From an optimization exercise on the open Yosys and OpenROAD flow, aimed at small area and a short achievable clock period; shortcuts taken in it are not production practice.
The RTL was checked by simulation tests, not by an equivalence proof against the original design.
Power figures rest on the tool's default switching activity, not on a simulated workload.

## flow/design.v (module list and top-level ports; edited modules follow where they fit)
// module hdl_cpu: 155 lines
// module memory_io: 48 lines
// module interrupt_controller: 81 lines
// module hazard_control_unit: 93 lines
// module timer: 34 lines
// module datapath: 359 lines
// module register_file: 47 lines
// module inst_word_sel_mux: 18 lines
// module fetch: 31 lines
// module prog_cntr_input_sel_mux: 32 lines
// module program_counter: 29 lines
// module if_id: 23 lines
// module decode: 71 lines
// module decode_logic: 499 lines
// module branch_resolution_logic: 69 lines
// module alu_forwarding_logic: 770 lines
// module id_ex_data_input_mux: 21 lines
// module id_ex: 91 lines
// module execute: 70 lines
// module alu_input_mux: 67 lines
// module alu: 59 lines
// module adder: 29 lines
// module multiplier: 27 lines
// module multiplier_core: 157 lines
// module bit_shifter: 31 lines
// module bitwise_logic_unit: 29 lines
// module ex_mem_data_input_mux: 32 lines
// module flags_register: 18 lines
// module memory_forwarding_logic: 566 lines
// module ex_mem: 90 lines
// module memory: 101 lines
// module mem_addr_sel_mux: 28 lines
// module mem_str_data_sel_mux: 66 lines
// module mem_wb_data_input_mux: 75 lines
// module sfr_file: 146 lines
// module sfr_sel_mux: 37 lines
// module mem_wb: 40 lines
module hdl_cpu(
	input clock,
	input nreset,
	output [13:0] prog_mem_addra,
	input [31:0] prog_mem_douta,
	input [7:0] prog_mem_doutb,
	output [15:0] addr_in,
	output [11:0] data_in,
	output main_mem_wen,
	input [7:0] main_mem_dout,
	output fb_wena,
	input [11:0] fb_douta,
	output call_stk_wen,
	output [7:0] call_stk_addr,
	output [13:0] call_stk_din,
	input [13:0] call_stk_dout,
	input vblank_int,
	input [7:0] prta_in,
	output [7:0] led,
	output [7:0] prta_out,
	output [7:0] prtb_out
);
  // ...
==> flow/run.sh <==
#!/bin/bash
# synth_recipe.tcl (not shown) runs the flow's synth.tcl, then flattens the netlist and writes it again
# the make line also repeats each setting of config.mk as NAME=value (left out here)
make -C /OpenROAD-flow-scripts/flow DESIGN_CONFIG=/design/flow/config.mk WORK_HOME=/design/flow/orfs CLKGATE_MAP_FILE= SYNTH_SCRIPT=/design/flow/synth_recipe.tcl finish
==> flow/config.mk <==
export PLATFORM = sky130hd
export DESIGN_NAME = hdl_cpu
export DESIGN_NICKNAME = hdl_cpu
export VERILOG_FILES = /design/flow/design.v
export SDC_FILE = /design/flow/constraint.sdc
export NUM_CORES = 4
export LEC_CHECK = 0
export CAP_MARGIN = 20
export CORE_MARGIN = 2
export CORE_UTILIZATION = 40
export SLEW_MARGIN = 20
==> flow/constraint.sdc <==
create_clock -name core_clock -period 20.0 [get_ports {clock}]
set_input_delay 4.0000 -clock core_clock [delete_from_list [all_inputs] [get_ports {clock}]]
set_output_delay 4.0000 -clock core_clock [all_outputs]
set_load 0.01 [all_outputs]
==> report_table.html, run 1 <==
<table>
<tr><th>Metric</th><th>Value</th></tr>
<tr><th colspan="2">Cells and area</th></tr>
<tr><td>Syn-to-layout area delta</td><td>14.5%</td></tr>
<tr><td>Clock buffer and inverter area fraction after layout</td><td>6.12%</td></tr>
<tr><th colspan="2">Worst setup path</th></tr>
<tr><td>Cell-by-cell trace of the critical path</td><td>inv_1 -&gt; ha_1 -&gt; nor3b_1 -&gt; nand2_1 -&gt; nor3_1 -&gt; xor2_1 -&gt; clkdlybuf4s50_1</td></tr>
<tr><td>Data required time at the worst endpoint</td><td>roughly 16,000 ps</td></tr>
<tr><td>Capturing element type of the critical path</td><td>output port</td></tr>
<tr><th colspan="2">Drt</th></tr>
<tr><td>Post-DR wirelength/cell</td><td>34.9 µm</td></tr>
<tr><td>Post-Route WL</td><td>239,000 µm</td></tr>
<tr><td>Vias</td><td>46,000</td></tr>
<tr><th colspan="2">Hold path</th></tr>
<tr><td>Destination of the worst hold path</td><td>pipeline.ex_mem_register.call_addr_out[11]$_SDFF_PN0_</td></tr>
<tr><td>Hold_sp</td><td>pipeline.id_ex_register.call_addr_out[11]$_SDFF_PP0_</td></tr>
<tr><th colspan="2">Timing</th></tr>
<tr><td>Minimum setup slack in the final design</td><td>12,280 ps</td></tr>
<tr><td>WHS</td><td>420 ps</td></tr>
<tr><td>Pin slew with the least headroom to its limit</td><td>1340 ps</td></tr>
<tr><td>Final setup violating endpoints</td><td>0</td></tr>
<tr><td>Remaining max-slew budget at the tightest pin</td><td>around 10%</td></tr>
<tr><th colspan="2">Yosys</th></tr>
<tr><td>Simple logic cell fraction of the synthesized area</td><td>20.3%</td></tr>
<tr><td>Number of flip-flops and latches in the synthesized netlist</td><td>908</td></tr>
<tr><th colspan="2">Power</th></tr>
<tr><td>Total power</td><td>roughly 4.3 mW</td></tr>
<tr><td>Ratio of total power to cell area</td><td>77.1 mW/mm²</td></tr>
<tr><td>Group with the largest share of power</td><td>sequential cells</td></tr>
<tr><td>Total sequential power</td><td>2.11 mW</td></tr>
<tr><th colspan="2">Floorplan</th></tr>
<tr><td>Total die area</td><td>0.125 mm²</td></tr>
<tr><th colspan="2">Place</th></tr>
<tr><td>Worst Setup Slack post-DPL</td><td>12,940 ps</td></tr>
<tr><th colspan="2">Run status</th></tr>
<tr><td>Run status</td><td>timing/DRC/antenna clean</td></tr>
<tr><th colspan="2">Global routing</th></tr>
<tr><td>Fraction of met1 tracks used by global routing</td><td>50.2%</td></tr>
</table>
==> module datapath, before the edit <==
module datapath(
	input clock,
	input nreset,
	input nreset_d,
	output [23:0] sfr_ctrl_next,
	output [10:0] if_id_inst_low,
	output [2:0] alu_flags_out,
	output [7:0] mem_wb_opcode,
	output mem_wb_reti_bit,
	output [15:0] memwb_data,
	output [1:0] reg_file_wen_ext,
	output [13:0] prog_cntr_val,
	input [31:0] mem_fetch_instruction,
	output main_mem_en,
	output prog_mem_en,
	output fb_en,
	output call_stk_en,
	output mem_wen,
	output [15:0] mem_addr,
	output [7:0] call_stk_addr,
	output [11:0] write_data,
	input [11:0] read_data,
	output [13:0] call_stk_write_data,
	input [13:0] call_stk_read_data,
	input stall_fetch,
	input stall_decode,
	input [3:0] hazard_prog_cntr_sel,
	input inst_word_sel,
	input [31:0] hazard_inst_word,
	input [13:0] prog_cntr_int_addr,
	output stall_fetch_req,
	output stall_decode_req,
	output halt,
	output take_branch_target,
	output illegal_opcode_exception,
	output return_in_pipeline,
	input [71:0] sfr_file_in,
	output [111:0] sfr_file_out
);
	wire [1:0] reg_file_wen;
	wire [1:0] reg_file_wen_exmem;
	wire [15:0] execute_data_out;
	wire [15:0] memory_data_out;
	wire [1:0] reg_file_ren;
	wire [15:0] reg_file_rd_data;
	wire [15:0] reg_file_wr_data;
	wire [9:0] reg_file_rd_addr;
	wire [9:0] reg_file_wr_addr;
	register_file reg_file(
		.clock(clock),
		.nreset(nreset),
		.wr_en(reg_file_wen_exmem),
		.rd_en(reg_file_ren),
		.wr_addr(reg_file_wr_addr),
		.rd_addr(reg_file_rd_addr),
		.data_in(reg_file_wr_data),
		.data_out(reg_file_rd_data)
	);
	wire [31:0] if_id_inst;
	inst_word_sel_mux fetch_inst_word_sel_mux(
		.sel(inst_word_sel),
		.mem_inst_word(mem_fetch_instruction),
		.hazard_unit_inst_word(hazard_inst_word),
		.inst_word_out(if_id_inst)
	);
	wire [13:0] fetch_return_address;
	wire [13:0] ret_addr_wb;
	fetch fetch_stage(
		.clock(clock),
		.nreset(nreset),
		.stall(stall_fetch),
		.prog_mem_fetch_read_addr(prog_cntr_val),
		.prog_cntr_input_sel(hazard_prog_cntr_sel),
		.branch_target_address(if_id_inst_out[31:18]),
		.interrupt_branch_addr(prog_cntr_int_addr),
		.ret_addr_mem(ret_addr_wb),
		.ret_addr_out(fetch_return_address)
	);
	wire [31:0] if_id_inst_out;
	wire [13:0] if_id_ret_addr;
	wire stall_ifid;
	assign stall_ifid = stall_fetch & ~inst_word_sel;
	if_id if_id_register(
		.clock(clock),
		.nreset(nreset),
		.stall(stall_ifid),
		.instruction_in(if_id_inst),
		.instruction_out(if_id_inst_out),
		.return_addr_in(fetch_return_address),
		.return_addr_out(if_id_ret_addr)
	);
	assign reg_file_rd_addr = if_id_inst_out[17:8];
	wire [31:0] id_ex_instruction_out;
	wire [31:0] ex_mem_instruction_out;
	wire [31:0] mem_wb_instruction_out;
	wire [2:0] alu_flags;
	wire [4:0] alu_top_sel;
	wire [4:0] alu_bot_sel;
	wire [1:0] ex_mem_data_input_sel_dec;
	wire mem_wen_dec;
	wire main_mem_en_dec;
	wire fb_en_dec;
	wire call_stk_en_dec;
	wire prog_mem_en_dec;
	wire [6:0] mem_ptr_ctl_dec;
	wire [1:0] reg_file_wen_dec;
	wire [1:0] sfr_wren_dec;
	wire [15:0] id_ex_data;
	decode decode_stage(
		.clock(clock),
		.nreset(nreset),
		.reg_file_ren(reg_file_ren),
		.reg_file_data_top(reg_file_rd_data[15:8]),
		.reg_file_data_bot(reg_file_rd_data[7:0]),
		.take_branch_target(take_branch_target),
		.instruction_word(if_id_inst_out),
		.id_ex_instruction(id_ex_instruction_out),
		.ex_mem_instruction(ex_mem_instruction_out),
		.alu_flags(alu_flags),
		.alu_top_sel(alu_top_sel),
		.alu_bot_sel(alu_bot_sel),
		.ex_mem_data_input_sel(ex_mem_data_input_sel_dec),
		.mem_wen(mem_wen_decode),
		.main_memory_en(main_mem_en_dec),
		.fb_en(fb_en_dec),
		.call_stack_en(call_stk_en_dec),
		.prog_mem_en(prog_mem_en_dec),
		.mem_ptr_ctl(mem_ptr_ctl_dec),
		.reg_file_wen(reg_file_wen_dec),
		.sfr_file_wren(sfr_wren_dec),
		.id_ex_data_top(id_ex_data[15:8]),
		.id_ex_data_bot(id_ex_data[7:0]),
		.stall_fetch(stall_fetch_req),
		.stall_decode(stall_decode_req),
		.halt(halt),
		.illegal_opcode_exception(illegal_opcode_exception),
		.return_in_pipeline(return_in_pipeline)
	);
	wire [4:0] alu_top_sel_out;
	wire [4:0] alu_bot_sel_out;
	wire mem_wen_id_ex;
	wire main_mem_en_idex;
	wire fb_en_idex;
	wire call_stk_en_idex;
	wire prog_mem_en_idex;
	wire [6:0] mem_ptr_ctl_idex;
	wire call_stk_addr_sel_idex;
	wire stk_addr_sel_idex;
	wire [1:0] ex_mem_data_input_sel_idex;
	wire [1:0] reg_file_wen_idex;
	wire [1:0] sfr_wren_idex;
	wire [15:0] id_ex_data_out;
	wire [13:0] ret_addr_idex;
	id_ex id_ex_register(
		.clock(clock),
		.nreset(nreset),
		.stall(stall_decode),
		.alu_top_select_in(alu_top_sel),
		.alu_top_select_out(alu_top_sel_out),
		.alu_bot_select_in(alu_bot_sel),
		.alu_bot_select_out(alu_bot_sel_out),
		.id_ex_top_in(id_ex_data[15:8]),
		.id_ex_top_out(id_ex_data_out[15:8]),
		.id_ex_bot_in(id_ex_data[7:0]),
		.id_ex_bot_out(id_ex_data_out[7:0]),
		.instruction_in(if_id_inst_out),
		.instruction_out(id_ex_instruction_out),
		.mem_wen_in(mem_wen_decode),
		.mem_wen_out(mem_wen_id_ex),
		.main_memory_enable_in(main_mem_en_dec),
		.main_memory_enable_out(main_mem_en_idex),
		.frame_buffer_enable_in(fb_en_dec),
		.frame_buffer_enable_out(fb_en_idex),
		.call_stack_enable_in(call_stk_en_dec),
		.call_stack_enable_out(call_stk_en_idex),
		.prog_mem_enable_in(prog_mem_en_dec),
		.prog_mem_enable_out(prog_mem_en_idex),
		.mem_ptr_ctl_in(mem_ptr_ctl_dec),
		.mem_ptr_ctl_out(mem_ptr_ctl_idex),
		.stk_addr_sel_in(mem_ptr_ctl_dec[1]),
		.stk_addr_sel_out(stk_addr_sel_idex),
		.call_stk_addr_sel_in(mem_ptr_ctl_dec[2]),
		.call_stk_addr_sel_out(call_stk_addr_sel_idex),
		.ex_mem_data_input_sel_in(ex_mem_data_input_sel_dec),
		.ex_mem_data_input_sel_out(ex_mem_data_input_sel_idex),
		.reg_file_wen_in(reg_file_wen_dec),
		.reg_file_wen_out(reg_file_wen_idex),
		.sfr_file_wren_in(sfr_wren_dec),
		.sfr_file_wren_out(sfr_wren_idex),
		.call_addr_in(if_id_ret_addr),
		.call_addr_out(ret_addr_idex)
	);
	wire [15:0] ex_mem_data_out;
	wire [7:0] alu_opa_next;
	wire [7:0] alu_opb_next;
	alu_input_mux alu_mux_next(
		.alu_input_sel_top(alu_top_sel),
		.alu_input_sel_bot(alu_bot_sel),
		.id_ex_data_top(id_ex_data[15:8]),
		.id_ex_data_bot(id_ex_data[7:0]),
		.ex_mem_top(execute_data_out[15:8]),
		.ex_mem_bot(execute_data_out[7:0]),
		.mem_wb_top(memory_data_out[15:8]),
		.mem_wb_bot(memory_data_out[7:0]),
		.alu_data_input_top(alu_opa_next),
		.alu_data_input_bot(alu_opb_next)
	);
	reg [7:0] alu_opa;
	reg [7:0] alu_opb;
	always @ (posedge clock)
	begin
		if(nreset == 1'b0 || stall_decode == 1'b1)
		begin
			alu_opa <= 8'h00;
			alu_opb <= 8'h00;
		end
		else
		begin
			alu_opa <= alu_opa_next ^ {8{if_id_inst_out[20]}};
			alu_opb <= alu_opb_next;
		end
	end
	wire [4:0] sfr_input_sel_ex;
	wire [4:0] mem_str_data_sel_top_ex;
	wire [4:0] mem_str_data_sel_bot_ex;
	wire [3:0] mem_wb_data_sel_top_ex;
	wire [6:0] mem_wb_data_sel_bot_ex;
	execute execute_stage(
		.clock(clock),
		.nreset(nreset),
		.alu_opa(alu_opa),
		.alu_opb(alu_opb),
		.data_in_top(id_ex_data_out[15:8]),
		.data_in_bot(id_ex_data_out[7:0]),
		.instruction(id_ex_instruction_out),
		.ex_mem_data_input_sel(ex_mem_data_input_sel_idex),
		.flags_out(alu_flags),
		.ex_mem_operation(ex_mem_instruction_out),
		.mem_wb_operation(mem_wb_instruction_out),
		.ex_mem_data_top(ex_mem_data_out[15:8]),
		.ex_mem_data_bot(ex_mem_data_out[7:0]),
		.mem_wb_data_top(mem_wb_data_out[15:8]),  
		.mem_wb_data_bot(mem_wb_data_out[7:0]),
		.data_out_top(execute_data_out[15:8]),
		.data_out_bot(execute_data_out[7:0]),
		.sfr_input_sel(sfr_input_sel_ex),
		.mem_str_data_sel_top(mem_str_data_sel_top_ex),
		.mem_str_data_sel_bot(mem_str_data_sel_bot_ex),
		.mem_wb_data_sel_top(mem_wb_data_sel_top_ex),
		.mem_wb_data_sel_bot(mem_wb_data_sel_bot_ex)
	);
	wire [6:0] mem_ptr_ctl_exmem;
	wire call_stk_addr_sel_exmem;
	wire stk_addr_sel_exmem;
	wire [1:0] sfr_wren_exmem;
	wire [4:0] sfr_input_sel_exmem;
	wire [4:0] mem_str_data_sel_top_exmem;
	wire [4:0] mem_str_data_sel_bot_exmem;
	wire [3:0] mem_wb_data_sel_top_exmem;
	wire [6:0] mem_wb_data_sel_bot_exmem;
	ex_mem ex_mem_register(
		.clock(clock),
		.nreset(nreset),
		.data_top_in(execute_data_out[15:8]),
		.data_top_out(ex_mem_data_out[15:8]),
		.data_bot_in(execute_data_out[7:0]),
		.data_bot_out(ex_mem_data_out[7:0]),
		.instruction_in(id_ex_instruction_out),
		.instruction_out(ex_mem_instruction_out),
		.mem_wen_in(mem_wen_id_ex),
		.mem_wen_out(mem_wen),
		.main_memory_enable_in(main_mem_en_idex),
		.main_memory_enable_out(main_mem_en),
		.frame_buffer_enable_in(fb_en_idex),
		.frame_buffer_enable_out(fb_en),
		.call_stack_enable_in(call_stk_en_idex),
		.call_stack_enable_out(call_stk_en),
		.prog_mem_enable_in(prog_mem_en_idex),
		.prog_mem_enable_out(prog_mem_en),
		.mem_ptr_ctl_in(mem_ptr_ctl_idex),
		.mem_ptr_ctl_out(mem_ptr_ctl_exmem),
		.call_stk_addr_sel_in(call_stk_addr_sel_idex),
		.call_stk_addr_sel_out(call_stk_addr_sel_exmem),
		.stk_addr_sel_in(stk_addr_sel_idex),
		.stk_addr_sel_out(stk_addr_sel_exmem),
		.mem_wb_data_sel_top_in(mem_wb_data_sel_top_ex),
		.mem_wb_data_sel_top_out(mem_wb_data_sel_top_exmem),
		.mem_wb_data_sel_bot_in(mem_wb_data_sel_bot_ex),
		.mem_wb_data_sel_bot_out(mem_wb_data_sel_bot_exmem),
		.sfr_file_input_sel_in(sfr_input_sel_ex),
		.sfr_file_input_sel_out(sfr_input_sel_exmem),
		.mem_str_data_sel_top_in(mem_str_data_sel_top_ex),
		.mem_str_data_sel_top_out(mem_str_data_sel_top_exmem),
		.mem_str_data_sel_bot_in(mem_str_data_sel_bot_ex),
		.mem_str_data_sel_bot_out(mem_str_data_sel_bot_exmem),
		.reg_file_wen_in(reg_file_wen_idex),
		.reg_file_wen_out(reg_file_wen_exmem),
		.sfr_file_wren_in(sfr_wren_idex),
		.sfr_file_wren_out(sfr_wren_exmem),
		.call_addr_in(ret_addr_idex),
		.call_addr_out(call_stk_write_data)
	);
	wire [15:0] mem_wb_tm1_data_out;
	memory memory_stage(
		.clock(clock),
		.nreset(nreset),
		.data_in_top(ex_mem_data_out[15:8]),
		.data_in_bot(ex_mem_data_out[7:0]),
		.instruction(ex_mem_instruction_out),
		.mem_wb_data_input_sel_top(mem_wb_data_sel_top_exmem),
		.mem_wb_data_input_sel_bot(mem_wb_data_sel_bot_exmem),
		.sfr_file_input_sel(sfr_input_sel_exmem),
		.mem_ptr_ctl(mem_ptr_ctl_exmem),
		.call_stk_addr_sel(call_stk_addr_sel_exmem),
		.stk_addr_sel(stk_addr_sel_exmem),
		.mem_str_data_input_sel_top(mem_str_data_sel_top_exmem),
		.mem_str_data_input_sel_bot(mem_str_data_sel_bot_exmem),
		.sfr_file_wren(sfr_wren_exmem),
		.data_out_top(memory_data_out[15:8]),
		.data_out_bot(memory_data_out[7:0]),
		.mem_wb_top(mem_wb_data_out[15:8]),
		.mem_wb_bot(mem_wb_data_out[7:0]),
		.mem_wb_tm1_top(mem_wb_tm1_data_out[15:8]),
		.mem_wb_tm1_bot(mem_wb_tm1_data_out[7:0]),
		.address(mem_addr),
		.call_stack_ptr(call_stk_addr),
		.mem_read_data(read_data),
		.mem_write_data(write_data),
		.sfr_file_in(sfr_file_in), 					 
		.sfr_file_out(sfr_file_out),
		.nreset_d(nreset_d),
		.sfr_ctrl_next(sfr_ctrl_next)
	);
	wire [15:0] mem_wb_data_out;
	mem_wb mem_wb_register(
		.clock(clock),
		.nreset(nreset),
		.data_top_in(memory_data_out[15:8]),
		.data_top_out(mem_wb_data_out[15:8]),
		.data_bot_in(memory_data_out[7:0]),
		.data_bot_out(mem_wb_data_out[7:0]),
		.data_tm1_top(mem_wb_tm1_data_out[15:8]),
		.data_tm1_bot(mem_wb_tm1_data_out[7:0]),
		.instruction_in(ex_mem_instruction_out),
		.instruction_out(mem_wb_instruction_out),
		.reg_file_wen_in(reg_file_wen_exmem),
		.reg_file_wen_out(reg_file_wen),
		.ret_addr_in(call_stk_read_data), 				 
		.ret_addr_out(ret_addr_wb)
	);
	assign if_id_inst_low = if_id_inst_out[10:0];
	assign alu_flags_out = alu_flags;
	assign reg_file_wr_data = memory_data_out;
	assign memwb_data = mem_wb_data_out;
	assign reg_file_wen_ext = reg_file_wen; 
	assign reg_file_wr_addr = ex_mem_instruction_out[17:8];
	assign mem_wb_opcode = mem_wb_instruction_out[7:0];
	assign mem_wb_reti_bit = mem_wb_instruction_out[20];
endmodule
==> module memory, before the edit <==
module memory(
	input clock,
	input nreset,
	input nreset_d,
	output [23:0] sfr_ctrl_next,
	input [7:0] data_in_top,
	input [7:0] data_in_bot,
	input [31:0] instruction,
	input [3:0] mem_wb_data_input_sel_top,
	input [6:0] mem_wb_data_input_sel_bot,
	input [4:0] sfr_file_input_sel,
	input [6:0] mem_ptr_ctl,
	input call_stk_addr_sel,
	input stk_addr_sel,
	input [4:0] mem_str_data_input_sel_top,
	input [4:0] mem_str_data_input_sel_bot,
	input [1:0] sfr_file_wren,
	output [7:0] data_out_top,
	output [7:0] data_out_bot,
	input [7:0] mem_wb_top,
	input [7:0] mem_wb_bot,
	input [7:0] mem_wb_tm1_top,
	input [7:0] mem_wb_tm1_bot,
	output [15:0] address,
	output [7:0] call_stack_ptr,
	input [11:0] mem_read_data, 		 
	output [11:0] mem_write_data,
	input [71:0] sfr_file_in,
	output [111:0] sfr_file_out
);
	wire [7:0] sfr_input;
	sfr_sel_mux sfr_in_sel(
		.sel_signals(sfr_file_input_sel),
		.ex_mem_data_bot(data_in_bot),
		.mem_wb_data_top(mem_wb_top),
		.mem_wb_data_bot(mem_wb_bot),
		.mem_wb_tm1_data_top(mem_wb_tm1_top),
		.mem_wb_tm1_data_bot(mem_wb_tm1_bot),
		.sfr_data_input(sfr_input)
	);
	wire [7:0] sfr_output;
	wire [15:0] x_ptr;
	wire [15:0] y_ptr;
	wire [15:0] z_ptr;
	wire [15:0] stack_ptr;
	sfr_file sf_reg_file(
		.clock(clock),
		.nreset(nreset),
		.nreset_d(nreset_d),
		.mem_ptr_ctl_signals(mem_ptr_ctl), 	 
		.call_stk_addr_sel(call_stk_addr_sel),
		.stk_addr_sel(stk_addr_sel),
		.wren(sfr_file_wren),
		.wr_addr(instruction[12:8]),
		.write_data(sfr_input),
		.rd_addr(instruction[17:13]),
		.read_data(sfr_output),
		.stack_ptr(stack_ptr),
		.x_ptr(x_ptr),
		.y_ptr(y_ptr),
		.z_ptr(z_ptr),
		.call_stk_ptr(call_stack_ptr),
		.sfr_file_in(sfr_file_in),
		.sfr_file_out(sfr_file_out),
		.ctrl_next(sfr_ctrl_next)
	);
	mem_str_data_sel_mux mem_data_in_mux(
		.sel_signal_top(mem_str_data_input_sel_top),
		.sel_signal_bot(mem_str_data_input_sel_bot),
		.ex_mem_data_top(data_in_top),
		.ex_mem_data_bot(data_in_bot),
		.mem_wb_data_top(mem_wb_top),		 
		.mem_wb_data_bot(mem_wb_bot),
		.mem_wb_tm1_data_top(mem_wb_tm1_top),
		.mem_wb_tm1_data_bot(mem_wb_tm1_bot),
		.mem_data(mem_write_data)
	);
	mem_addr_sel_mux mem_addr_in_mux(
		.sel_signals(instruction[19:18]),
		.x_ptr(x_ptr),
		.y_ptr(y_ptr),
		.z_ptr(z_ptr),
		.stack_ptr(stack_ptr),
		.mem_addr(address)
	);
	mem_wb_data_input_mux mem_wb_input_mux(
			.sel_signals_top(mem_wb_data_input_sel_top),
			.sel_signals_bot(mem_wb_data_input_sel_bot),
			.sfr_data(sfr_output),
			.ex_mem_data_top(data_in_top),
			.ex_mem_data_bot(data_in_bot),
			.ld_res_top(mem_read_data[11:8]),
			.ld_res_bot(mem_read_data[7:0]),
			.mem_wb_top(mem_wb_top),
			.mem_wb_bot(mem_wb_bot),
			.mem_wb_tm1_top(mem_wb_tm1_top),
			.mem_wb_tm1_bot(mem_wb_tm1_bot),
			.mem_data_out_top(data_out_top),
			.mem_data_out_bot(data_out_bot)
		);
endmodule
==> module sfr_file, before the edit <==
module sfr_file(
	input clock,
	input nreset,
	input nreset_d,
	input [6:0] mem_ptr_ctl_signals,  	 
	input call_stk_addr_sel,
	input stk_addr_sel,
	input [1:0] wren,
	input [4:0] wr_addr,
	input [7:0] write_data,
	input [4:0] rd_addr,
	output [7:0] read_data,
	output [15:0] stack_ptr,
	output [15:0] x_ptr,
	output [15:0] y_ptr,
	output [15:0] z_ptr,
	output [7:0] call_stk_ptr,
	input [71:0] sfr_file_in,
	output [111:0] sfr_file_out,
	output [23:0] ctrl_next
);
	integer i;
	reg [7:0] sfr_array [0:31];
	wire [15:0] x_intermediate;
	assign x_intermediate[15:8] = sfr_array[3];
	assign x_intermediate[7:0] = sfr_array[2];
	wire [15:0] x_inc;
	wire [15:0] y_intermediate;
	assign y_intermediate[15:8] = sfr_array[5];
	assign y_intermediate[7:0] = sfr_array[4];
	wire [15:0] y_inc;
	wire [15:0] z_intermediate;
	assign z_intermediate[15:8] = sfr_array[7];
	assign z_intermediate[7:0] = sfr_array[6];
	wire [15:0] z_inc;
	wire [15:0] stk_ptr_intermediate;
	assign stk_ptr_intermediate[15:8] = sfr_array[1];
	assign stk_ptr_intermediate[7:0] = sfr_array[0];
	wire [15:0] stk_ptr_dec;
	wire [15:0] stk_ptr_inc;
	wire [7:0] call_stk_inc;
	wire [7:0] call_stk_dec;
	always @ (posedge clock)
	begin
		if(nreset_d == 1'b0)
		begin
			for(i=0;i<32;i=i+1)
			begin
				sfr_array[i] <= 0;
			end
		end
		else
		begin
			if(wren[0] == 1'b1)
			begin
				sfr_array[wr_addr] <= write_data;
			end
			else
			begin
				if(mem_ptr_ctl_signals == 7'b0000010 && wren[0] == 1'b0)
				begin
					sfr_array[0] <= stk_ptr_inc[7:0];
					sfr_array[1] <= stk_ptr_inc[15:8];
				end
				else if(mem_ptr_ctl_signals == 7'b0000001 && wren[0] == 1'b0)
				begin
					sfr_array[0] <= stk_ptr_dec[7:0];
					sfr_array[1] <= stk_ptr_dec[15:8];
				end
				else if(mem_ptr_ctl_signals == 7'b0000100 && wren[0] == 1'b0)
				begin
					sfr_array[9] <= call_stk_dec;
				end
				else if(mem_ptr_ctl_signals == 7'b0001000 && wren[0] == 1'b0)
				begin
					sfr_array[9] <= call_stk_inc;
				end
				else if(mem_ptr_ctl_signals == 7'b0010000 && wren[0] == 1'b0)
				begin
					sfr_array[2] <= x_inc[7:0];
					sfr_array[3] <= x_inc[15:8];
				end
				else if(mem_ptr_ctl_signals == 7'b0100000 && wren[0] == 1'b0)
				begin
					sfr_array[4] <= y_inc[7:0];
					sfr_array[5] <= y_inc[15:8];
				end
				else if(mem_ptr_ctl_signals == 7'b1000000 && wren[0] == 1'b0)
				begin
					sfr_array[6] <= z_inc[7:0];
					sfr_array[7] <= z_inc[15:8];
				end
				sfr_array[23] <= sfr_file_in[7:0]; 	 
				sfr_array[24] <= sfr_file_in[15:8]; 	 
				sfr_array[25] <= sfr_file_in[23:16]; 	 
				sfr_array[26] <= sfr_file_in[31:24]; 	 
				sfr_array[27] <= sfr_file_in[39:32]; 	 
				sfr_array[28] <= sfr_file_in[47:40]; 	 
				sfr_array[29] <= sfr_file_in[55:48]; 	 
				sfr_array[30] <= sfr_file_in[63:56]; 	 
				sfr_array[31] <= sfr_file_in[71:64]; 	 
			end
		end
	end
	assign stack_ptr[7:0] = stk_addr_sel ? stk_ptr_inc : sfr_array[0];
	assign stack_ptr[15:8] = stk_addr_sel ? stk_ptr_inc : sfr_array[1];
	assign x_ptr[7:0] = sfr_array[2];
	assign x_ptr[15:8] = sfr_array[3];
	assign y_ptr[7:0] = sfr_array[4];
	assign y_ptr[15:8] = sfr_array[5];
	assign z_ptr[7:0] = sfr_array[6];
	assign z_ptr[15:8] = sfr_array[7];
	assign x_inc = x_intermediate + 1;
	assign y_inc = y_intermediate + 1;
	assign z_inc = z_intermediate + 1;
	assign stk_ptr_inc = stk_ptr_intermediate + 1;
	assign stk_ptr_dec = stk_ptr_intermediate - 1;
	assign call_stk_inc = sfr_array[9] + 1;
	assign call_stk_dec = sfr_array[9] - 1;
	assign call_stk_ptr = call_stk_addr_sel ? call_stk_dec : sfr_array[9];
	assign sfr_file_out[7:0] = sfr_array[10]; 	 
	assign sfr_file_out[15:8] = sfr_array[11];
	assign sfr_file_out[23:16] = sfr_array[12];
	assign sfr_file_out[31:24] = sfr_array[13]; 	 
	assign sfr_file_out[40:32] = sfr_array[14]; 	 
	assign sfr_file_out[48:41] = sfr_array[15]; 	 
	assign sfr_file_out[56:49] = sfr_array[16]; 	 
	assign sfr_file_out[63:57] = sfr_array[17]; 	 
	assign sfr_file_out[71:64] = sfr_array[18]; 	 
	assign sfr_file_out[79:72] = sfr_array[19]; 	 
	assign sfr_file_out[87:80] = sfr_array[20]; 	 
	assign sfr_file_out[95:88] = sfr_array[21];
	assign sfr_file_out[103:96] = sfr_array[22]; 	 
	assign sfr_file_out[111:104] = sfr_array[8]; 	 
	reg [7:0] rd_data;
	always @ (*)
	begin
		rd_data = 8'h00;
		for(i=0;i<32;i=i+1)
			rd_data = rd_data | (sfr_array[i] & {8{wren[1] && rd_addr == i}});
	end
	assign read_data = rd_data;
	assign ctrl_next[7:0] = ~nreset_d ? 8'h00 : (wren[0] && wr_addr == 5'd8) ? write_data : sfr_array[8];
	assign ctrl_next[15:8] = ~nreset_d ? 8'h00 : (wren[0] && wr_addr == 5'd11) ? write_data : sfr_array[11];
	assign ctrl_next[23:16] = ~nreset_d ? 8'h00 : (wren[0] && wr_addr == 5'd12) ? write_data : sfr_array[12];
endmodule
==> run 2: changes to the inputs <==
--- a/flow/design.v
+++ b/flow/design.v
@@ -741,5 +741,11 @@
 		.sfr_file_out(sfr_file_out),
 		.nreset_d(nreset_d),
-		.sfr_ctrl_next(sfr_ctrl_next)
+		.sfr_ctrl_next(sfr_ctrl_next),
+		.addr_sel_next(id_ex_instruction_out[19:18]),
+		.stk_addr_sel_next(stk_addr_sel_idex),
+		.call_stk_addr_sel_next(call_stk_addr_sel_idex),
+		.mem_str_data_input_sel_top_next(mem_str_data_sel_top_ex),
+		.mem_str_data_input_sel_bot_next(mem_str_data_sel_bot_ex),
+		.ex_mem_data_next(execute_data_out)
 	);
 	wire [15:0] mem_wb_data_out;
@@ -3650,4 +3656,10 @@
 	input nreset_d,
 	output [23:0] sfr_ctrl_next,
+	input [1:0] addr_sel_next,
+	input stk_addr_sel_next,
+	input call_stk_addr_sel_next,
+	input [4:0] mem_str_data_input_sel_top_next,
+	input [4:0] mem_str_data_input_sel_bot_next,
+	input [15:0] ex_mem_data_next,
 	input [7:0] data_in_top,
 	input [7:0] data_in_bot,
@@ -3690,4 +3702,5 @@
 	wire [15:0] z_ptr;
 	wire [15:0] stack_ptr;
+	wire [71:0] ptr_next;
 	sfr_file sf_reg_file(
 		.clock(clock),
@@ -3706,5 +3719,6 @@
 		.y_ptr(y_ptr),
 		.z_ptr(z_ptr),
-		.call_stk_ptr(call_stack_ptr),
+		.call_stk_ptr(),
+		.ptr_next(ptr_next),
 		.sfr_file_in(sfr_file_in),
 		.sfr_file_out(sfr_file_out),
@@ -3720,5 +3734,5 @@
 		.mem_wb_tm1_data_top(mem_wb_tm1_top),
 		.mem_wb_tm1_data_bot(mem_wb_tm1_bot),
-		.mem_data(mem_write_data)
+		.mem_data()
 	);
 	mem_addr_sel_mux mem_addr_in_mux(
@@ -3728,5 +3742,5 @@
 		.z_ptr(z_ptr),
 		.stack_ptr(stack_ptr),
-		.mem_addr(address)
+		.mem_addr()
 	);
 	mem_wb_data_input_mux mem_wb_input_mux(
@@ -3745,4 +3759,40 @@
 			.mem_data_out_bot(data_out_bot)
 		);
+	wire [7:0] stk_ptr_inc_next = ptr_next[7:0] + 8'd1;
+	wire [15:0] stack_ptr_next = stk_addr_sel_next ? {stk_ptr_inc_next, stk_ptr_inc_next} : ptr_next[15:0];
+	wire [15:0] address_next;
+	mem_addr_sel_mux mem_addr_next_mux(
+		.sel_signals(addr_sel_next),
+		.x_ptr(ptr_next[31:16]),
+		.y_ptr(ptr_next[47:32]),
+		.z_ptr(ptr_next[63:48]),
+		.stack_ptr(stack_ptr_next),
+		.mem_addr(address_next)
+	);
+	wire [7:0] call_stack_ptr_next = call_stk_addr_sel_next ? ptr_next[71:64] - 8'd1 : ptr_next[71:64];
+	wire [11:0] mem_write_data_next;
+	mem_str_data_sel_mux mem_data_next_mux(
+		.sel_signal_top(mem_str_data_input_sel_top_next),
+		.sel_signal_bot(mem_str_data_input_sel_bot_next),
+		.ex_mem_data_top(ex_mem_data_next[15:8]),
+		.ex_mem_data_bot(ex_mem_data_next[7:0]),
+		.mem_wb_data_top(data_out_top),
+		.mem_wb_data_bot(data_out_bot),
+		.mem_wb_tm1_data_top(mem_wb_top),
+		.mem_wb_tm1_data_bot(mem_wb_bot),
+		.mem_data(mem_write_data_next)
+	);
+	reg [15:0] address_q;
+	reg [7:0] call_stack_ptr_q;
+	reg [11:0] mem_write_data_q;
+	always @ (posedge clock)
+	begin
+		address_q <= address_next;
+		call_stack_ptr_q <= call_stack_ptr_next;
+		mem_write_data_q <= mem_write_data_next;
+	end
+	assign address = address_q;
+	assign call_stack_ptr = call_stack_ptr_q;
+	assign mem_write_data = mem_write_data_q;
 endmodule
 module mem_addr_sel_mux(
@@ -3934,5 +3984,6 @@
 	input [71:0] sfr_file_in,
 	output [111:0] sfr_file_out,
-	output [23:0] ctrl_next
+	output [23:0] ctrl_next,
+	output [71:0] ptr_next
 );
 	integer i;
@@ -3957,66 +4008,66 @@
 	wire [7:0] call_stk_inc;
 	wire [7:0] call_stk_dec;
-	always @ (posedge clock)
+	reg [7:0] sfr_next [0:31];
+	always @ (*)
 	begin
-		if(nreset_d == 1'b0)
+		for(i=0;i<32;i=i+1)
+			sfr_next[i] = sfr_array[i];
+		if(wren[0] == 1'b1)
 		begin
 			for(i=0;i<32;i=i+1)
-			begin
-				sfr_array[i] <= 0;
-			end
+				if(wr_addr == i)
+					sfr_next[i] = write_data;
 		end
 		else
 		begin
-			if(wren[0] == 1'b1)
-			begin
-				sfr_array[wr_addr] <= write_data;
-			end
-			else
-			begin
-				if(mem_ptr_ctl_signals == 7'b0000010 && wren[0] == 1'b0)
-				begin
-					sfr_array[0] <= stk_ptr_inc[7:0];
-					sfr_array[1] <= stk_ptr_inc[15:8];
-				end
-				else if(mem_ptr_ctl_signals == 7'b0000001 && wren[0] == 1'b0)
-				begin
-					sfr_array[0] <= stk_ptr_dec[7:0];
-					sfr_array[1] <= stk_ptr_dec[15:8];
-				end
-				else if(mem_ptr_ctl_signals == 7'b0000100 && wren[0] == 1'b0)
+			case(mem_ptr_ctl_signals)
+				7'b0000010 :
 				begin
-					sfr_array[9] <= call_stk_dec;
+					sfr_next[0] = stk_ptr_inc[7:0];
+					sfr_next[1] = stk_ptr_inc[15:8];
 				end
-				else if(mem_ptr_ctl_signals == 7'b0001000 && wren[0] == 1'b0)
+				7'b0000001 :
 				begin
-					sfr_array[9] <= call_stk_inc;
+					sfr_next[0] = stk_ptr_dec[7:0];
+					sfr_next[1] = stk_ptr_dec[15:8];
 				end
-				else if(mem_ptr_ctl_signals == 7'b0010000 && wren[0] == 1'b0)
+				7'b0000100 : sfr_next[9] = call_stk_dec;
+				7'b0001000 : sfr_next[9] = call_stk_inc;
+				7'b0010000 :
 				begin
-					sfr_array[2] <= x_inc[7:0];
-					sfr_array[3] <= x_inc[15:8];
+					sfr_next[2] = x_inc[7:0];
+					sfr_next[3] = x_inc[15:8];
 				end
-				else if(mem_ptr_ctl_signals == 7'b0100000 && wren[0] == 1'b0)
+				7'b0100000 :
 				begin
-					sfr_array[4] <= y_inc[7:0];
-					sfr_array[5] <= y_inc[15:8];
+					sfr_next[4] = y_inc[7:0];
+					sfr_next[5] = y_inc[15:8];
 				end
-				else if(mem_ptr_ctl_signals == 7'b1000000 && wren[0] == 1'b0)
+				7'b1000000 :
 				begin
-					sfr_array[6] <= z_inc[7:0];
-					sfr_array[7] <= z_inc[15:8];
+					sfr_next[6] = z_inc[7:0];
+					sfr_next[7] = z_inc[15:8];
 				end
-				sfr_array[23] <= sfr_file_in[7:0]; 	 
-				sfr_array[24] <= sfr_file_in[15:8]; 	 
-				sfr_array[25] <= sfr_file_in[23:16]; 	 
-				sfr_array[26] <= sfr_file_in[31:24]; 	 
-				sfr_array[27] <= sfr_file_in[39:32]; 	 
-				sfr_array[28] <= sfr_file_in[47:40]; 	 
-				sfr_array[29] <= sfr_file_in[55:48]; 	 
-				sfr_array[30] <= sfr_file_in[63:56]; 	 
-				sfr_array[31] <= sfr_file_in[71:64]; 	 
-			end
+				default : ;
+			endcase
+			sfr_next[23] = sfr_file_in[7:0]; 	 
+			sfr_next[24] = sfr_file_in[15:8]; 	 
+			sfr_next[25] = sfr_file_in[23:16]; 	 
+			sfr_next[26] = sfr_file_in[31:24]; 	 
+			sfr_next[27] = sfr_file_in[39:32]; 	 
+			sfr_next[28] = sfr_file_in[47:40]; 	 
+			sfr_next[29] = sfr_file_in[55:48]; 	 
+			sfr_next[30] = sfr_file_in[63:56]; 	 
+			sfr_next[31] = sfr_file_in[71:64]; 	 
 		end
+		if(nreset_d == 1'b0)
+			for(i=0;i<32;i=i+1)
+				sfr_next[i] = 8'h00;
 	end
+	always @ (posedge clock)
+		for(i=0;i<32;i=i+1)
+			sfr_array[i] <= sfr_next[i];
+	assign ptr_next = {sfr_next[9], sfr_next[7], sfr_next[6], sfr_next[5], sfr_next[4], sfr_next[3], sfr_next[2], sfr_next[1], sfr_next[0]};
+	assign ctrl_next = {sfr_next[12], sfr_next[11], sfr_next[8]};
 	assign stack_ptr[7:0] = stk_addr_sel ? stk_ptr_inc : sfr_array[0];
 	assign stack_ptr[15:8] = stk_addr_sel ? stk_ptr_inc : sfr_array[1];
@@ -4057,7 +4108,4 @@
 	end
 	assign read_data = rd_data;
-	assign ctrl_next[7:0] = ~nreset_d ? 8'h00 : (wren[0] && wr_addr == 5'd8) ? write_data : sfr_array[8];
-	assign ctrl_next[15:8] = ~nreset_d ? 8'h00 : (wren[0] && wr_addr == 5'd11) ? write_data : sfr_array[11];
-	assign ctrl_next[23:16] = ~nreset_d ? 8'h00 : (wren[0] && wr_addr == 5'd12) ? write_data : sfr_array[12];
 endmodule
 module sfr_sel_mux(
==> run 2 against run 1 <==
Still clean on timing, DRC and antenna; global-route usage grew 1.1 points; register-to-register slack got worse by 910 ps; combinational power fell by 17%; setup slack better by 250 ps; sequential power fell by 3%; final area increased by 1.2%; clock power fell by 5%; critical path depth up 15; die area rose by 1.2%; count of clock-buffer cells in the layout is 8 higher; critical endpoint is now pipeline.if_id_register.instruction_out[9]$_SDFFE_PN0N_; largest power group unchanged.
==> report_table.html, run 2 <==
<table>
<tr><th>Metric</th><th>Value</th></tr>
<tr><th colspan="2">Place</th></tr>
<tr><td>Post-detailed-placement half-perimeter wirelength</td><td>~180,000 µm</td></tr>
<tr><td>Final RePlAce weighted congestion</td><td>1.10</td></tr>
<tr><td>Count of buffers from port buffering</td><td>~180</td></tr>
<tr><th colspan="2">Run status</th></tr>
<tr><td>Run status</td><td>timing/DRC/antenna clean</td></tr>
<tr><th colspan="2">Yosys</th></tr>
<tr><td>Number of warning messages in the yosys log</td><td>35</td></tr>
<tr><td>Number of flip-flops and latches in the synthesized netlist</td><td>931 (+2.5%)</td></tr>
<tr><td>Ranking of synthesized cells by area</td><td>dfxtp_1 (27%), edfxtp_1 (16%), nor2_1 (5.4%), o22ai_1 (3.6%), nand2_1 (3.1%)</td></tr>
<tr><td>Dominant synthesized flop cell</td><td>dfxtp_1</td></tr>
<tr><td>Area share of the leading cell type in the synthesized netlist</td><td>27.3%</td></tr>
<tr><td>Cell with the most instances after synthesis</td><td>nor2_1</td></tr>
<tr><td>Number of enable-type register cells in the synthesized netlist</td><td>approximately 260</td></tr>
<tr><td>Most instantiated cells after synthesis</td><td>nor2_1 (716), dfxtp_1 (675), nand2_1 (406)</td></tr>
<tr><td>Post-synthesis sequential area ratio</td><td>42.8%</td></tr>
<tr><td>Average footprint of a synthesized cell</td><td>about 9 µm²</td></tr>
<tr><td>Total standard cell area after synthesis</td><td>between 0.04 and 0.05 mm²</td></tr>
<tr><td>Cell count after synthesis</td><td>between 5,000 and 6,000</td></tr>
<tr><td>Proportion of synthesized flip-flops having asynchronous set or reset</td><td>0%</td></tr>
<tr><td>Total nets after synthesis</td><td>5,798</td></tr>
<tr><td>Netlist cell types</td><td>roughly 100</td></tr>
<tr><td>Library cell occupying the most area in the post-synthesis netlist</td><td>dfxtp_1</td></tr>
<tr><th colspan="2">Drt</th></tr>
<tr><td>Post-DR wirelength/cell</td><td>33.6 µm (-3.5%)</td></tr>
<tr><td>Starting DRC count in detailed routing</td><td>7,747</td></tr>
<tr><td>Count of antenna-violating nets left after detailed routing</td><td>0</td></tr>
<tr><td>Per-cell via count in the routed design</td><td>6.61</td></tr>
<tr><td>DRT Pass-1 Iters</td><td>7</td></tr>
<tr><td>Drt drc</td><td>0</td></tr>
<tr><td>Post-Route WL</td><td>248,000 µm (+4.0%)</td></tr>
<tr><td>Vias</td><td>48,800 (+5.9%)</td></tr>
<tr><th colspan="2">Timing</th></tr>
<tr><td>Final setup violating endpoints</td><td>0 (unchanged)</td></tr>
<tr><td>Pin slew with the least headroom to its limit</td><td>1290 ps (-45.6 ps)</td></tr>
<tr><td>Remaining max-slew budget at the tightest pin</td><td>13.6% (+3.5 points)</td></tr>
<tr><td>Max-slew violation total from the final report</td><td>0</td></tr>
<tr><td>Number of endpoints with negative hold slack in the final report</td><td>0</td></tr>
<tr><td>Worst clock skew on the final layout</td><td>44.6 ps</td></tr>
<tr><td>Unrepaired setup endpoints after global routing</td><td>false</td></tr>
<tr><td>Crit path time final</td><td>7460 ps</td></tr>
<tr><td>Aggregate negative setup slack</td><td>0 ps</td></tr>
<tr><td>WHS</td><td>421 ps (+1.84 ps)</td></tr>
<tr><td>Maximum achievable frequency</td><td>0.134 GHz</td></tr>
<tr><td>Tcrit/Tclk final</td><td>a little under two fifths</td></tr>
<tr><th colspan="2">Worst setup path</th></tr>
<tr><td>Data required time at the worst endpoint</td><td>20,660 ps (+4660 ps)</td></tr>
<tr><td>Crit Path Max Fanout</td><td>29</td></tr>
<tr><td>Slowest Stage Delay on Critical Path</td><td>770 ps</td></tr>
<tr><td>Cell-by-cell trace of the critical path</td><td>and2_1 -&gt; fa_1 -&gt; inv_1 -&gt; fa_1 -&gt; inv_1 -&gt; fa_1 -&gt; inv_1 -&gt; fa_1 -&gt; inv_1 -&gt; ha_1 -&gt; a21oi_1 -&gt; o21ai_0 -&gt; and2_1 -&gt; a211oi_1 -&gt; nor4_1 -&gt; nand3_1 -&gt; a21oi_1 -&gt; mux2_2 -&gt; o22ai_2 -&gt; and4b_1 -&gt; buf_4 -&gt; a22o_1</td></tr>
<tr><td>Cell with the largest stage delay on the worst path</td><td>o22ai_2</td></tr>
<tr><td>Arrival time worst endpoint</td><td>8120 ps</td></tr>
<tr><td>Launching element type of the critical path</td><td>flip-flop</td></tr>
<tr><td>Type of the setup path with the least slack</td><td>flip-flop to flip-flop</td></tr>
<tr><td>Capturing element type of the critical path</td><td>flip-flop</td></tr>
<tr><th colspan="2">Cells and area</th></tr>
<tr><td>Final nets</td><td>5,829</td></tr>
<tr><td>Most used cells in the layout excluding fill and tap cells</td><td>nor2_1 (709), dfxtp_1 (673), nand2_1 (406)</td></tr>
<tr><td>Registers with the most flip-flops</td><td>pipeline.memory_stage.sf_reg_file.sfr_array (256), pipeline.reg_file.reg_file (256), hardware_timer.timer_value (64)</td></tr>
<tr><td>Fraction of final layout cells with drive strength greater than 1</td><td>7.90%</td></tr>
<tr><td>Syn-to-layout area delta</td><td>14.4% (about the same)</td></tr>
<tr><td>Leading cell type in the layout, fill and taps excluded</td><td>nor2_1</td></tr>
<tr><th colspan="2">Floorplan</th></tr>
<tr><td>Top-level port count</td><td>176</td></tr>
<tr><td>Initial cell density of the core</td><td>40.2%</td></tr>
<tr><td>Die height</td><td>roughly 360 µm</td></tr>
<tr><td>Total die area</td><td>0.127 mm² (+1.2%)</td></tr>
<tr><td>Width of the die</td><td>around 360 µm</td></tr>
<tr><td>Number of rows created at floorplan</td><td>129</td></tr>
<tr><td>Core region area</td><td>approximately 0.12 mm²</td></tr>
<tr><th colspan="2">Global routing</th></tr>
<tr><td>Initial antenna violation count</td><td>10</td></tr>
<tr><td>Total Routing Usage GR</td><td>38.0%</td></tr>
<tr><td>GR Layer Usage met2</td><td>around 56%</td></tr>
<tr><td>Global-route congestion overflow total</td><td>0</td></tr>
<tr><td>Maximum number of pins on one net before global-route repair</td><td>130</td></tr>
<tr><td>Most heavily used metal layer in global routing</td><td>met2</td></tr>
<tr><td>Fraction of met1 tracks used by global routing</td><td>51.4% (+1.2 points)</td></tr>
<tr><td>Wire length of the first global-routing pass</td><td>346,000 µm</td></tr>
<tr><td>Met3 usage</td><td>9.73%</td></tr>
<tr><td>Number of global-route vias before repair</td><td>44,500</td></tr>
<tr><th colspan="2">Clocking</th></tr>
<tr><td>CTS Root Buffer Type</td><td>clkbuf_16</td></tr>
<tr><td>Clock-pin slew of the registers on the worst-case setup and hold paths</td><td>60 ps</td></tr>
<tr><td>Total clock sinks</td><td>about 930</td></tr>
<tr><td>Clock Tree Buf Depth</td><td>3</td></tr>
<tr><td>Clock tree from TritonCTS</td><td>built</td></tr>
<tr><td>H-tree levels</td><td>3</td></tr>
<tr><td>Worst-Skew Late Latency</td><td>750 ps</td></tr>
<tr><td>Number of buffers added to fix hold violations after cts</td><td>0</td></tr>
<tr><td>Clock buffers created by TritonCTS</td><td>101</td></tr>
<tr><td>Cts repair resizes</td><td>0</td></tr>
<tr><td>Setup bufs post-CTS</td><td>0</td></tr>
<tr><th colspan="2">Power</th></tr>
<tr><td>Ratio of total power to cell area</td><td>72.8 mW/mm² (-5.5%)</td></tr>
<tr><td>Worst IR drop on VDD</td><td>approximately 0.077 mV</td></tr>
<tr><td>Leakage</td><td>19.9 nW</td></tr>
<tr><th colspan="2">Hold path</th></tr>
<tr><td>Worst min-delay path class</td><td>flip-flop to flip-flop</td></tr>
<tr><th colspan="2">Job</th></tr>
<tr><td>Max-capacitance violation count</td><td>0</td></tr>
</table>
run 2: layout make-up:
cell class                      count  area (µm²)
Clock inverter                     36         279
Fill cell                       12000       66600
Inverter                          141         537
Tap cell                         1637        2050
Clock buffer                      148        2930
Sequential cell                   931       21200
Timing Repair Buffer              340        3000
Multi-Input combinational cell   4141       26700
Antenna cell                        1        2.50
run 2: cell families after synthesis:
logic type | synth area share (%)
AO/OA/AOI/OAI | 22.1
XOR/XNOR | 3.86
adder cells (fa/ha/maj) | 2.82
buffers and inverters | 4.30
flip-flops | 42.8
multiplexers | 2.95
AND/OR/NAND/NOR | 21.2
run 2: through the flow:
step	power, mW	instances	setup WS (ps)	utilization [%]	cell area [µm²]
after detailed placement	2.29	7189	12590	43.3	53400
final	4.13	7375	12540	46.0	56700
after global placement	2.29	7189	12580	43.3	53400
after global routing	4.22	7374	12020	45.9	56700
after CTS	4.12	7373	12560	45.9	56600
after floorplan	2.16	5625	14110	-	49500
run 2: worst max-delay path, delay by kind of cell (launching register included):
family	cells	cell delay, ps
adders and majority gates	5	2450
buffers and inverters	5	570
DFF	1	490
and+or+nand+nor	5	1590
AOI/OAI and AO/OA	6	1870
muxes	1	380
run 2: routing by layer:
layer / up-vias / part of all wire (%)
met4: 10 / 6.3
met1: 23800 / 40
met3: 637 / 12
met2: 3220 / 42
met5: - / 0.028
li1: 21000 / -
run 2: final timing paths:
check | from | to | slack [ps] | cells after the start
worst min register to register | pipeline.id_ex_register.mem_wen_out$_SDFF_PP0_ | pipeline.ex_mem_register.mem_wen_out$_SDFF_PN0_ | 420 | 1
worst max-delay path | pipeline.alu_opa[7]$_SDFF_PP0_ | pipeline.if_id_register.instruction_out[9]$_SDFFE_PN0N_ | 12540 | 22
worst max register to register | pipeline.alu_opa[7]$_SDFF_PP0_ | pipeline.if_id_register.instruction_out[9]$_SDFFE_PN0N_ | 12540 | 22
worst min-delay path | pipeline.id_ex_register.mem_wen_out$_SDFF_PP0_ | pipeline.ex_mem_register.mem_wen_out$_SDFF_PN0_ | 420 | 1
run 2: where the power goes:
group          switching (mW)  internal [mW]
logic                   0.146         0.0755
registers              0.0752           1.97
clock network           0.821           1.04

## separate check: timing with driven ports
Ports are ideal in the flow. The routed layouts listed here were re-timed in OpenROAD.
Step 1 (the two cells are an assumption about what drives the block):
set clk [get_ports {clock}]
set_driving_cell -lib_cell sky130_fd_sc_hd__clkbuf_16 $clk
set_driving_cell -lib_cell sky130_fd_sc_hd__buf_2 [delete_from_list [all_inputs] $clk]
Step 2, shift: input delay + t, output delay - t, t = (earliest + latest rising clock arrival at the registers) / 2. This alone moves slack from input paths to output paths.
a / b / c = ideal ports / drivers / drivers and shift; a / b = the first two.
| run | t (ns) | setup slack, ns | worst slew at a driven data input, ns | cell pins on the clock port's net |
|---|---|---|---|---|
| run 1 | 0.797 | 12.284 / 12.202 / 12.881 | 0.07 | 1 |
| run 2 | 0.799 | 12.537 / 12.537 / 12.537 | 0.07 | 1 |
After both steps every run listed still meets setup and hold.
